This is an optimization exercise on Yosys and OpenROAD, whose aim is small area, not a production implementation. At most, simulation tests tie the RTL to the original design; equivalence was not proved. No activity file was given, so power comes from the tool's default toggle rates.

// custom_alu_top
module custom_alu_top(
    input             CLK,
    input      [31:0] RA,
    input      [31:0] RB,
    input      [4:0]  ALU_OP,
    output reg [31:0] Y,
    output reg        C
    );
Size: about 3900 cells after synthesis, ~100 flip-flops, about 100 I/O pins.
export LEC_CHECK = 0
export CAP_MARGIN = 20
export CORE_MARGIN = 2
export CORE_UTILIZATION = 45
export CTS_CLUSTER_DIAMETER = 60
export CTS_CLUSTER_SIZE = 10
export SETUP_SLACK_MARGIN = -2
export SLEW_MARGIN = 20
export SYNTH_HIERARCHICAL = 1
create_clock -name core_clock -period 75.0 [get_ports {CLK}]
run.sh (not shown) runs the stock make flow with config.mk's settings and CLKGATE_MAP_FILE= SYNTH_SCRIPT=/design/flow/synth_recipe.tcl, a recipe that flattens the netlist after the stock synthesis.
==> next run, changes <==
CORE_UTILIZATION = 40   (was 45)
=> Wire length is about the same. Count of clock-buffer cells in the layout stays the same. Worst setup slack got worse by 210 ps. Sequential power stays flat. Fmax hardly moves. Synthesized area does not change. Die area rises by 12%. Critical path depth falls by 1. Synthesized cell count does not change. Core utilization falls by 5.2 points. Clock power stays flat.
==> next run, changes <==
==> flow/flow/run.sh (new file) <==
#!/bin/bash
# Standard layout, except that the port buffers use the smallest buffer cell
# (sky130_fd_sc_hd__buf_1) instead of the one buffer_ports picks by default.
set -e
export BUFFER_PORTS_ARGS="-buffer_cell sky130_fd_sc_hd__buf_1"
bash standard.sh > standard_sh.log 2>&1
==> flow/standard.sh (new file) <==
#!/bin/bash
# synth_recipe.tcl (not shown) runs the flow's synth.tcl, then flattens the netlist and writes it again
# the make line also repeats each setting of config.mk as NAME=value (left out here)
make -C /OpenROAD-flow-scripts/flow DESIGN_CONFIG=/design/flow/config.mk WORK_HOME=/design/flow/orfs CLKGATE_MAP_FILE= SYNTH_SCRIPT=/design/flow/synth_recipe.tcl "${@:-finish}"
SETUP_SLACK_MARGIN = default   (was -2)
removed: flow/run.sh
Effect: Non-clock buffer count goes up by 13. Sequential cell count is unchanged. Cell count barely changes. Setup slack gains 1800 ps. Worst hold slack loses 7.7 ps. Fmax goes up by a few percent. Final area goes down slightly. Wire length goes up slightly. Area after synthesis stays the same. Register-to-register slack gains 1800 ps. Combinational power goes down slightly.
==> next run, changes <==
SETUP_SLACK_MARGIN = -2   (was default)
Outcome: Non-clock buffer count went down by 20. Via count barely changes. Register-to-register slack degrades by 1900 ps. Wire length went down slightly. Synthesized area stays the same.
==> next run, changes <==
==> flow/run.sh (new file) <==
#!/bin/bash
# synth_recipe.tcl (not shown) runs the flow's synth.tcl, then flattens the netlist and writes it again
# the make line also repeats each setting of config.mk as NAME=value (left out here)
make -C /OpenROAD-flow-scripts/flow DESIGN_CONFIG=/design/flow/config.mk WORK_HOME=/design/flow/orfs CLKGATE_MAP_FILE= SYNTH_SCRIPT=/design/flow/synth_recipe.tcl finish
SETUP_SLACK_MARGIN = default   (was -2)
removed: flow/flow/run.sh
removed: flow/standard.sh
Result:
- sequential cell count does not change
- core utilization goes up by 1.3 points
- cell count goes up by 0.82%
- critical path depth goes up by 3

== the previous run ==
Another version of the RTL of custom_alu_top (not shown whole).
For scale: roughly 3700 cells after synthesis, about 100 I/O pins, roughly 33000 sq um of cells after synthesis.
clock: 75.0 ns
lec_check: 0
cap_margin: 20
core_margin: 2
core_utilization: 40
cts_cluster_diameter: 60
cts_cluster_size: 10
slew_margin: 20
synth_hierarchical: 1
Stock flow here: none of the scripts above is used.
Input-level comparison between the current run and the previous run:
Settings: a change of CORE_UTILIZATION from 40 to 55.
Results
- On layout multi-input combinational cell count, the current run and the previous run are basically level.
- First-iteration DRC count ended up 308 higher on the current run than on the previous run.
- Re total power: the current run and the previous run aren't equal, and the lower value belongs to the previous run.
- In the reports for the current run and the previous run, the smaller growth of design area from synthesis to finish belongs to the current run.
- The current run against the previous run: leakage dissipation barely changed, cell area has decreased.
- Compared with the previous run, in the current run via count of the first global-routing pass rose 9.6%; share of the cycle needed by the critical path after routing went up; clock slew seen by the registers of the worst setup and hold paths picked up an extra 0.02 ns; power share of the clock group grew by 0.3 points; pin count of the biggest net entering global routing increased by 100% relative to the old numbers.
No functional check of the RTL was part of any run of this note.

## separate check: timing with driven ports
The results above use ideal ports. As a check the final layouts listed here were re-extracted and re-timed, cells and wires unchanged. Step 1 sets driving cells, clkbuf_16 on the clock port and buf_2 on the other inputs (assumed; they add their load-dependent delay and slew). Step 2 adds t to the input delays and takes it off the output delays; t is the mean of the earliest and latest rising clock arrival at the registers after step 1. Input paths then give back, and output paths get back, about the clock's delay inside the block. Slacks: ideal / step 1 / step 2; pairs: ideal / step 1.
| run | t, ns | slack for setup (ns) | worst hold slack (ns) | worst register clock-pin slew, ns | pins driven straight from the clock port |
|---|---|---|---|---|---|
| the first run of note 1 | 0.465 | 3.495 / 3.494 / 3.494 | 0.878 / 0.878 / 0.878 | 0.10 / 0.10 | 1 |
| the second run of note 1 | 0.455 | 3.287 / 3.287 / 3.287 | 0.869 / 0.869 / 0.869 | 0.09 / 0.09 | 1 |
| the third run of note 1 | 0.460 | 5.038 / 5.038 / 5.038 | 0.861 / 0.861 / 0.861 | 0.09 / 0.09 | 1 |
| the fourth run of note 1 | 0.458 | 3.096 / 3.096 / 3.096 | 0.839 / 0.839 / 0.839 | 0.09 / 0.09 | 1 |
| the fifth run of note 1 | 0.455 | 5.158 / 5.158 / 5.158 | 0.856 / 0.856 / 0.856 | 0.09 / 0.09 | 1 |
| the previous run | 0.421 | 3.162 / 3.162 / 3.162 | 0.842 / 0.842 / 0.842 | 0.09 / 0.09 | 1 |
| the current run | 0.417 | 2.735 / 2.735 / 2.735 | 0.805 / 0.805 / 0.805 | 0.09 / 0.09 | 1 |
After both steps setup and hold are still met in every run listed. For the first run of note 1, which loses most, drivers alone change the setup slack by -0.001 ns; drivers and shift together by -0.001 ns.
